This is an optimization exercise on Yosys and OpenROAD, whose aim is small area and a short achievable clock period, not a production implementation. Where RTL was checked, it was by simulation tests only, not by an equivalence proof against the original.

==> module fpa_add, before the edit <==
module fpa_add (st, ofa, O, OF);
  input  [59:0] st;
  input  ofa;
  output [31:0] O;
  output OF;
  wire        special = st[59];
  wire        sign    = st[58];
  wire        shr_eq  = st[57];
  wire        sub     = st[56];
  wire [7:0]  e_raw   = st[55:48];
  wire [23:0] x       = st[47:24];
  wire [23:0] y       = st[23:0];
  wire [7:0]  e_big   = {e_raw[7:1], e_raw[0] | ~x[23]};
  wire [23:0] s;
  wire        cout, c23;
  CLA_adder add (.x(x), .y(y), .s(s), .cout(cout), .c23(c23));
  assign OF = ofa & (x[23] ^ c23);
  wire        shr = shr_eq | (~sub & cout);
  reg  [4:0]  z;
  integer i;
  always @(*) begin
    z = 5'd0;
    for (i = 0; i <= 22; i = i + 1)
      if (s[i]) z = 5'd22 - i[4:0];
  end
  wire        norm = ~s[23] & (|s[22:3]);
  wire [22:0] sc = {s[21:0], 1'b0} << z;
  reg [7:0]  o_e;
  reg [22:0] o_m;
  always @(*) begin
    if (special) begin
      o_e = e_raw;
      o_m = x[22:0];
    end else if (shr) begin
      o_e = e_big + 8'd1;
      o_m = s[23:1];
    end else if (norm) begin
      o_e = e_big - 8'd1 - {3'd0, z};
      o_m = sc;
    end else begin
      o_e = e_big;
      o_m = s[22:0];
    end
  end
  assign O = {sign, o_e, o_m};
endmodule
clock: 11.0 ns
lec_check: 0
abc_area: 1
cap_margin: 20
core_margin: 2
core_utilization: 30
slew_margin: 20
synth_hierarchical: 0
standard.sh (not shown) runs the stock make flow with config.mk's settings and CLKGATE_MAP_FILE= SYNTH_SCRIPT=/design/flow/synth_recipe.tcl, a recipe that flattens the netlist after the stock synthesis.
==> flow/flow/run.sh <==
#!/bin/bash
# Layout flow: the standard ORFS flow (standard.sh), with these settings changed:
#  - no full/half-adder cell extraction in synthesis (ABC maps the arithmetic);
#  - repair_timing aims for a setup slack margin of 6.0 ns, which matches the
#    period this design can reach rather than the design's much longer clock
#    period (the SDC and clock period are the standard flow's own);
#  - the delay cells (clkdlybuf4s*, dlygate*, dlymetal*) are added to
#    the platform's don't-use list, so that port buffers and repair use real buffers.
# The make output goes to standard.log; ORFS keeps each step's log under orfs/logs.
set -uo pipefail
DONT_USE="sky130_fd_sc_hd__probe_p_8 sky130_fd_sc_hd__probec_p_8 sky130_fd_sc_hd__lpflow_bleeder_1 sky130_fd_sc_hd__lpflow_clkbufkapwr_1 sky130_fd_sc_hd__lpflow_clkbufkapwr_16 sky130_fd_sc_hd__lpflow_clkbufkapwr_2 sky130_fd_sc_hd__lpflow_clkbufkapwr_4 sky130_fd_sc_hd__lpflow_clkbufkapwr_8 sky130_fd_sc_hd__lpflow_clkinvkapwr_1 sky130_fd_sc_hd__lpflow_clkinvkapwr_16 sky130_fd_sc_hd__lpflow_clkinvkapwr_2 sky130_fd_sc_hd__lpflow_clkinvkapwr_4 sky130_fd_sc_hd__lpflow_clkinvkapwr_8 sky130_fd_sc_hd__lpflow_decapkapwr_12 sky130_fd_sc_hd__lpflow_decapkapwr_3 sky130_fd_sc_hd__lpflow_decapkapwr_4 sky130_fd_sc_hd__lpflow_decapkapwr_6 sky130_fd_sc_hd__lpflow_decapkapwr_8 sky130_fd_sc_hd__lpflow_inputiso0n_1 sky130_fd_sc_hd__lpflow_inputiso0p_1 sky130_fd_sc_hd__lpflow_inputiso1n_1 sky130_fd_sc_hd__lpflow_inputiso1p_1 sky130_fd_sc_hd__lpflow_inputisolatch_1 sky130_fd_sc_hd__lpflow_isobufsrc_1 sky130_fd_sc_hd__lpflow_isobufsrc_16 sky130_fd_sc_hd__lpflow_isobufsrc_2 sky130_fd_sc_hd__lpflow_isobufsrc_4 sky130_fd_sc_hd__lpflow_isobufsrc_8 sky130_fd_sc_hd__lpflow_isobufsrckapwr_16 sky130_fd_sc_hd__lpflow_lsbuf_lh_hl_isowell_tap_1 sky130_fd_sc_hd__lpflow_lsbuf_lh_hl_isowell_tap_2 sky130_fd_sc_hd__lpflow_lsbuf_lh_hl_isowell_tap_4 sky130_fd_sc_hd__lpflow_lsbuf_lh_isowell_4 sky130_fd_sc_hd__lpflow_lsbuf_lh_isowell_tap_1 sky130_fd_sc_hd__lpflow_lsbuf_lh_isowell_tap_2 sky130_fd_sc_hd__lpflow_lsbuf_lh_isowell_tap_4 sky130_fd_sc_hd__clkdlybuf4s15_1 sky130_fd_sc_hd__clkdlybuf4s15_2 sky130_fd_sc_hd__clkdlybuf4s18_1 sky130_fd_sc_hd__clkdlybuf4s18_2 sky130_fd_sc_hd__clkdlybuf4s25_1 sky130_fd_sc_hd__clkdlybuf4s25_2 sky130_fd_sc_hd__clkdlybuf4s50_1 sky130_fd_sc_hd__clkdlybuf4s50_2 sky130_fd_sc_hd__dlygate4sd1_1 sky130_fd_sc_hd__dlygate4sd2_1 sky130_fd_sc_hd__dlygate4sd3_1 sky130_fd_sc_hd__dlymetal6s2s_1 sky130_fd_sc_hd__dlymetal6s4s_1 sky130_fd_sc_hd__dlymetal6s6s_1"
bash standard.sh ADDER_MAP_FILE= SETUP_SLACK_MARGIN=6.0 "DONT_USE_CELLS=$DONT_USE" finish > standard.log 2>&1
Edit:
--- a/flow/design.v
+++ b/flow/design.v
@@ -120,34 +120,19 @@
   wire [7:0]  e_big   = {e_raw[7:1], e_raw[0] | ~x[23]};
   wire [23:0] s;
   wire        cout, c23;
   CLA_adder add (.x(x), .y(y), .s(s), .cout(cout), .c23(c23));
   assign OF = ofa & (x[23] ^ c23);
   wire        shr = shr_eq | (~sub & cout);
-  reg  [4:0]  z;
+  reg  [4:0]  jn;
   integer i;
   always @(*) begin
-    z = 5'd0;
-    for (i = 0; i <= 22; i = i + 1)
-      if (s[i]) z = 5'd22 - i[4:0];
+    jn = 5'd1;
+    for (i = 3; i <= 23; i = i + 1)
+      if (s[i]) jn = 5'd24 - i[4:0];
   end
-  wire        norm = ~s[23] & (|s[22:3]);
-  wire [22:0] sc = {s[21:0], 1'b0} << z;
-  reg [7:0]  o_e;
-  reg [22:0] o_m;
-  always @(*) begin
-    if (special) begin
-      o_e = e_raw;
-      o_m = x[22:0];
-    end else if (shr) begin
-      o_e = e_big + 8'd1;
-      o_m = s[23:1];
-    end else if (norm) begin
-      o_e = e_big - 8'd1 - {3'd0, z};
-      o_m = sc;
-    end else begin
-      o_e = e_big;
-      o_m = s[22:0];
-    end
-  end
+  wire [4:0]  j = shr ? 5'd0 : jn;
+  wire [23:0] sl = s << j;
+  wire [7:0]  o_e = special ? e_raw : e_big + 8'd1 - {3'd0, j};
+  wire [22:0] o_m = special ? x[22:0] : sl[23:1];
   assign O = {sign, o_e, o_m};
 endmodule
=>
- The changed run ran to the end with no violations
- cell area is higher by 2.3%
- routed wire length falls by about 0.9%
- via count went down by about 2.3%
- maximum frequency came out higher by about 3.3%
- non-clock buffer count grows by 14
No functional check of the RTL was part of the second run of this note.

---

## P
The RTL this note starts from:
==> flow/design.v <==
module CLA_adder (x, y, s, cout, c23);
  input  [23:0] x, y;
  output [23:0] s;
  output cout;
  output c23;           
  wire [23:0] h = x ^ y;
  wire [23:0] a = x & y;
  wire [23:0] o = x | y;
  wire [5:0] g, p;
  genvar j;
  generate
    for (j = 0; j < 6; j = j + 1) begin : gp
      assign g[j] = a[4*j+3] | (a[4*j+2] & o[4*j+3]) | (a[4*j] & o[4*j+3] & o[4*j+2]);
      assign p[j] = &o[4*j+3:4*j];
    end
  endgenerate
  wire [6:0] c;
  assign c[0] = 1'b0;
  assign c[1] = g[0];
  assign c[2] = g[1] | (p[1] & g[0]);
  wire   g30 = g[3] | (p[3] & g[2]);
  wire   p30 = p[3] & p[2];
  assign c[3] = g[2] | (p[2] & c[2]);
  assign c[4] = g30 | (p30 & c[2]);
  assign c[5] = g[4] | (p[4] & c[4]);
  wire   g54 = g[5] | (p[5] & g[4]);
  wire   p54 = p[5] & p[4];
  assign c[6] = g54 | (p54 & c[4]);
  assign cout = c[6];
  generate
    for (j = 0; j < 6; j = j + 1) begin : sm
      wire ci = c[j];
      wire k0 = ci;
      wire k1 = a[4*j]   | (h[4*j] & ci);
      wire k2 = a[4*j+1] | (h[4*j+1] & a[4*j]) | (h[4*j+1] & h[4*j] & ci);
      wire k3 = a[4*j+2] | (h[4*j+2] & a[4*j+1]) | (h[4*j+2] & h[4*j+1] & a[4*j])
              | (h[4*j+2] & h[4*j+1] & h[4*j] & ci);
      assign s[4*j+3:4*j] = h[4*j+3:4*j] ^ {k3, k2, k1, k0};
      if (j == 5) begin : top
        assign c23 = k3;
      end
    end
  endgenerate
endmodule
module fpa_with_regisers (clk, reset, en, inputA, inputB, result, OF);
  input clk, reset, en;
  input [31:0] inputA, inputB;
  output [31:0] result;
  output OF;
  wire [59:0] st_in;
  wire        ofa_in;
  reg  [59:0] st;      
  reg         ofa;     
  reg         fresh;
  wire [31:0] res_in;
  reg  [31:0] result_r;
  fpa_align al (.A(inputA), .B(inputB), .st(st_in), .ofa(ofa_in));
  always @(posedge clk) begin
    if (en)
      st <= st_in;
    if (reset) begin
      ofa   <= 1'b0;
      fresh <= 1'b1;
    end else if (en) begin
      ofa   <= ofa_in;
      fresh <= 1'b0;
    end
    if (reset | (en & fresh))
      result_r <= 32'd0;
    else if (en)
      result_r <= res_in;
  end
  fpa_add  ad (.st(st), .ofa(ofa), .O(res_in), .OF(OF));
  assign result = result_r;
endmodule
module fpa_align (A, B, st, ofa);
  input  [31:0] A, B;
  output [59:0] st;
  output ofa;
  wire [7:0]  ea_raw = A[30:23];
  wire [7:0]  eb_raw = B[30:23];
  wire        ha = |ea_raw;
  wire        hb = |eb_raw;
  wire        a_zero = ~ha & ~|A[22:0];
  wire        b_zero = ~hb & ~|B[22:0];
  wire        sel_a = (&ea_raw) | b_zero;
  wire        sel_b = (&eb_raw) | a_zero;
  wire        sub = A[31] ^ B[31];
  wire        swap = (A[30:0] <= B[30:0]) & ~sel_a;
  wire [7:0]  e_big   = swap ? eb_raw : ea_raw;
  wire [23:0] m_big   = swap ? {hb, B[22:0]} : {ha, A[22:0]};
  wire [23:0] m_small = swap ? {ha, A[22:0]} ^ {24{sub}} : {hb, B[22:0]} ^ {24{sub}};
  wire        h_small = swap ? ha : hb;
  wire        sign    = swap ? B[31] : A[31];
  wire [8:0]  dab = {1'b0, ea_raw} - {1'b0, eb_raw};
  wire [7:0]  dba = eb_raw - ea_raw;
  wire        far_ab = |dab[7:5];    
  wire        far_ba = |dba[7:5];
  wire [4:0]  d_raw   = dab[8] ? dba[4:0] : dab[4:0];
  wire        far_raw = dab[8] ? far_ba : far_ab;
  wire [7:0]  ea_m1 = ea_raw - 8'd1;
  wire [7:0]  eb_m1 = eb_raw - 8'd1;
  wire        far_a1 = (|ea_raw[7:6]) | (ea_raw[5] & (|ea_raw[4:0]));    
  wire        far_b1 = (|eb_raw[7:6]) | (eb_raw[5] & (|eb_raw[4:0]));
  wire [4:0]  d   = ~ha ? (hb ? eb_m1[4:0] : 5'd0) : ~hb ? ea_m1[4:0] : d_raw;
  wire        far = ~ha ? (hb & far_b1) : ~hb ? far_a1 : far_raw;
  wire        eqexp = (ea_raw == eb_raw) | ((ea_raw[7:1] == 7'd0) & (eb_raw[7:1] == 7'd0));
  wire [23:0] t1  = d[0] ? {{1{sub}}, m_small[23:1]} : m_small;
  wire [23:0] t2  = d[1] ? {{2{sub}}, t1[23:2]} : t1;
  wire [23:0] t4  = d[2] ? {{4{sub}}, t2[23:4]} : t2;
  wire [23:0] t8  = d[3] ? {{8{sub}}, t4[23:8]} : t4;
  wire [23:0] y   = far ? {24{sub}} : d[4] ? {{16{sub}}, t8[23:16]} : t8;
  wire        y23 = sub ^ (eqexp & h_small);
  assign ofa = ~(m_big[23] ^ y23);
  assign st = {sel_a | sel_b, sign, eqexp & ~sub, sub, e_big, m_big, y};
endmodule
module fpa_add (st, ofa, O, OF);
  input  [59:0] st;
  input  ofa;
  output [31:0] O;
  output OF;
  wire        special = st[59];
  wire        sign    = st[58];
  wire        shr_eq  = st[57];
  wire        sub     = st[56];
  wire [7:0]  e_raw   = st[55:48];
  wire [23:0] x       = st[47:24];
  wire [23:0] y       = st[23:0];
  wire [7:0]  e_big   = {e_raw[7:1], e_raw[0] | ~x[23]};
  wire [23:0] s;
  wire        cout, c23;
  CLA_adder add (.x(x), .y(y), .s(s), .cout(cout), .c23(c23));
  assign OF = ofa & (x[23] ^ c23);
  wire        shr = shr_eq | (~sub & cout);
  reg  [4:0]  jn;
  integer i;
  always @(*) begin
    jn = 5'd1;
    for (i = 3; i <= 23; i = i + 1)
      if (s[i]) jn = 5'd24 - i[4:0];
  end
  wire [4:0]  j = shr ? 5'd0 : jn;
  wire [23:0] sl = s << j;
  wire [7:0]  o_e = special ? e_raw : e_big + 8'd1 - {3'd0, j};
  wire [22:0] o_m = special ? x[22:0] : sl[23:1];
  assign O = {sign, o_e, o_m};
endmodule
export LEC_CHECK = 0
export ABC_AREA = 1
export CAP_MARGIN = 20
export CORE_MARGIN = 2
export CORE_UTILIZATION = 30
export SLEW_MARGIN = 20
export SYNTH_HIERARCHICAL = 1
create_clock -name core_clock -period 11.0 [get_ports {clk}]
==> flow/flow/run.sh <==
#!/bin/bash
# Layout flow: the standard ORFS flow (standard.sh), with these settings changed:
#  - no full/half-adder cell extraction in synthesis (ABC maps the arithmetic);
#  - repair_timing aims for a setup slack margin of 6.0 ns, which matches the
#    period this design can reach rather than the design's much longer clock
#    period (the SDC and clock period are the standard flow's own);
#  - the delay cells (clkdlybuf4s*, dlygate*, dlymetal*) and a few weak cells are added to
#    the platform's don't-use list, so that port buffers and repair use real buffers.
# The make output goes to standard.log; ORFS keeps each step's log under orfs/logs.
set -uo pipefail
DONT_USE="sky130_fd_sc_hd__probe_p_8 sky130_fd_sc_hd__probec_p_8 sky130_fd_sc_hd__lpflow_bleeder_1 sky130_fd_sc_hd__lpflow_clkbufkapwr_1 sky130_fd_sc_hd__lpflow_clkbufkapwr_16 sky130_fd_sc_hd__lpflow_clkbufkapwr_2 sky130_fd_sc_hd__lpflow_clkbufkapwr_4 sky130_fd_sc_hd__lpflow_clkbufkapwr_8 sky130_fd_sc_hd__lpflow_clkinvkapwr_1 sky130_fd_sc_hd__lpflow_clkinvkapwr_16 sky130_fd_sc_hd__lpflow_clkinvkapwr_2 sky130_fd_sc_hd__lpflow_clkinvkapwr_4 sky130_fd_sc_hd__lpflow_clkinvkapwr_8 sky130_fd_sc_hd__lpflow_decapkapwr_12 sky130_fd_sc_hd__lpflow_decapkapwr_3 sky130_fd_sc_hd__lpflow_decapkapwr_4 sky130_fd_sc_hd__lpflow_decapkapwr_6 sky130_fd_sc_hd__lpflow_decapkapwr_8 sky130_fd_sc_hd__lpflow_inputiso0n_1 sky130_fd_sc_hd__lpflow_inputiso0p_1 sky130_fd_sc_hd__lpflow_inputiso1n_1 sky130_fd_sc_hd__lpflow_inputiso1p_1 sky130_fd_sc_hd__lpflow_inputisolatch_1 sky130_fd_sc_hd__lpflow_isobufsrc_1 sky130_fd_sc_hd__lpflow_isobufsrc_16 sky130_fd_sc_hd__lpflow_isobufsrc_2 sky130_fd_sc_hd__lpflow_isobufsrc_4 sky130_fd_sc_hd__lpflow_isobufsrc_8 sky130_fd_sc_hd__lpflow_isobufsrckapwr_16 sky130_fd_sc_hd__lpflow_lsbuf_lh_hl_isowell_tap_1 sky130_fd_sc_hd__lpflow_lsbuf_lh_hl_isowell_tap_2 sky130_fd_sc_hd__lpflow_lsbuf_lh_hl_isowell_tap_4 sky130_fd_sc_hd__lpflow_lsbuf_lh_isowell_4 sky130_fd_sc_hd__lpflow_lsbuf_lh_isowell_tap_1 sky130_fd_sc_hd__lpflow_lsbuf_lh_isowell_tap_2 sky130_fd_sc_hd__lpflow_lsbuf_lh_isowell_tap_4 sky130_fd_sc_hd__clkdlybuf4s15_1 sky130_fd_sc_hd__clkdlybuf4s15_2 sky130_fd_sc_hd__clkdlybuf4s18_1 sky130_fd_sc_hd__clkdlybuf4s18_2 sky130_fd_sc_hd__clkdlybuf4s25_1 sky130_fd_sc_hd__clkdlybuf4s25_2 sky130_fd_sc_hd__clkdlybuf4s50_1 sky130_fd_sc_hd__clkdlybuf4s50_2 sky130_fd_sc_hd__dlygate4sd1_1 sky130_fd_sc_hd__dlygate4sd2_1 sky130_fd_sc_hd__dlygate4sd3_1 sky130_fd_sc_hd__dlymetal6s2s_1 sky130_fd_sc_hd__dlymetal6s4s_1 sky130_fd_sc_hd__dlymetal6s6s_1 sky130_fd_sc_hd__a2111oi_0 sky130_fd_sc_hd__a21boi_0 sky130_fd_sc_hd__and2_0 sky130_fd_sc_hd__o21ai_0 sky130_fd_sc_hd__o311ai_0 sky130_fd_sc_hd__or2_0"
bash standard.sh ADDER_MAP_FILE= SETUP_SLACK_MARGIN=6.0 "DONT_USE_CELLS=$DONT_USE" finish > standard.log 2>&1
P was carried through to the last stage, and its layout satisfied the timing, DRC and antenna checks.
> inputs changed (P -> Q)
-- flow/design.v --
<<< P, line 95
  wire [8:0]  dab = {1'b0, ea_raw} - {1'b0, eb_raw};
  wire [7:0]  dba = eb_raw - ea_raw;
  wire        far_ab = |dab[7:5];    
  wire        far_ba = |dba[7:5];
  wire [4:0]  d_raw   = dab[8] ? dba[4:0] : dab[4:0];
  wire        far_raw = dab[8] ? far_ba : far_ab;
  wire [7:0]  ea_m1 = ea_raw - 8'd1;
  wire [7:0]  eb_m1 = eb_raw - 8'd1;
  wire        far_a1 = (|ea_raw[7:6]) | (ea_raw[5] & (|ea_raw[4:0]));    
  wire        far_b1 = (|eb_raw[7:6]) | (eb_raw[5] & (|eb_raw[4:0]));
  wire [4:0]  d   = ~ha ? (hb ? eb_m1[4:0] : 5'd0) : ~hb ? ea_m1[4:0] : d_raw;
  wire        far = ~ha ? (hb & far_b1) : ~hb ? far_a1 : far_raw;
  wire        eqexp = (ea_raw == eb_raw) | ((ea_raw[7:1] == 7'd0) & (eb_raw[7:1] == 7'd0));
  wire [23:0] t1  = d[0] ? {{1{sub}}, m_small[23:1]} : m_small;
  wire [23:0] t2  = d[1] ? {{2{sub}}, t1[23:2]} : t1;
  wire [23:0] t4  = d[2] ? {{4{sub}}, t2[23:4]} : t2;
  wire [23:0] t8  = d[3] ? {{8{sub}}, t4[23:8]} : t4;
  wire [23:0] y   = far ? {24{sub}} : d[4] ? {{16{sub}}, t8[23:16]} : t8;
  wire        y23 = sub ^ (eqexp & h_small);
  assign ofa = ~(m_big[23] ^ y23);
>>> Q, line 95
  wire [8:0]  dab = {1'b0, ea_raw} - {1'b0, eb_raw};
  wire [7:0]  dba = eb_raw - ea_raw;
  wire        far_ab = (|dab[7:5]) | (dab[4] & dab[3]);    
  wire        far_ba = (|dba[7:5]) | (dba[4] & dba[3]);
  wire [4:0]  d_raw   = dab[8] ? dba[4:0] : dab[4:0];
  wire        far_raw = dab[8] ? far_ba : far_ab;
  wire [7:0]  ea_m1 = ea_raw - 8'd1;
  wire [7:0]  eb_m1 = eb_raw - 8'd1;
  wire        far_a1 = (|ea_raw[7:5]) | ((&ea_raw[4:3]) & (|ea_raw[2:0]));    
  wire        far_b1 = (|eb_raw[7:5]) | ((&eb_raw[4:3]) & (|eb_raw[2:0]));
  wire [4:0]  d   = ~ha ? (hb ? eb_m1[4:0] : 5'd0) : ~hb ? ea_m1[4:0] : d_raw;
  wire        far = ~ha ? (hb & far_b1) : ~hb ? far_a1 : far_raw;
  wire        eqexp = (ea_raw == eb_raw) | ((ea_raw[7:1] == 7'd0) & (eb_raw[7:1] == 7'd0));
  wire [47:0] ext = {{24{sub}}, m_small} >> d[4:0];
  wire [23:0] y   = far ? {24{sub}} : ext[23:0];
  wire        y23 = sub ^ (eqexp & h_small);
  assign ofa = ~(m_big[23] ^ y23);
==> results.txt <==
- There was hardly any difference in clock skew between P and Q.
- Q has less setup slack than P.
- Looking at antenna cell count, Q sits 1 lower than P does.
- Area after synthesis: Q > P
- Compared with P, in Q minimum clock period increased 0.051 ns, placed wire-length estimate now larger.
- Q — critical path depth 3 lower, P as reference
- Summary of the comparison: number of buffers and inverters on the critical path is lower in Q, relative to P.
- Compared with P, met1 routed wirelength after detailed routing in Q increased by a few percent.
- Between P and Q, the flow reports number of placed cells counting well taps increasing by a few percent.
- The post-synthesis to final-layout area growth in Q sits 0.48 points below the value recorded for P.
- Compare Q and P | maximum frequency lower: Q

what the ideal ports hide:
No port has a modelled driver above. Below, the same layouts with a new extraction and two added sets of constraints. Step 1 sets driving cells, clkbuf_16 on the clock port and buf_2 on the other inputs (assumed; they add their load-dependent delay and slew). Step 2 moves the port delays by t, midway between the first and last clock arrival at a register: inputs arrive t later, outputs are due t later. That takes back most of the time a late clock gives input paths. Slacks: no drivers / after step 1 / after step 2; pairs: no drivers / after step 1.
run | shift t [ns] | setup WS [ns] | worst setup path at the end | clock arrival spread, ns
the first run of note 1 | 0.393 | 5.801 / 5.819 / 5.426 | input to register | 0.017 / 0.016
the second run of note 1 | 0.403 | 5.966 / 5.986 / 5.583 | input to register | 0.014 / 0.014
P | 0.395 | 6.189 / 6.213 / 5.818 | input to register | 0.007 / 0.008
Q | 0.387 | 6.138 / 6.155 / 5.768 | input to register | 0.010 / 0.010
After both steps setup and hold are still met in every run listed. For the second run of note 1, which loses most, drivers alone change the setup slack by +0.020 ns; drivers and shift together by -0.383 ns.
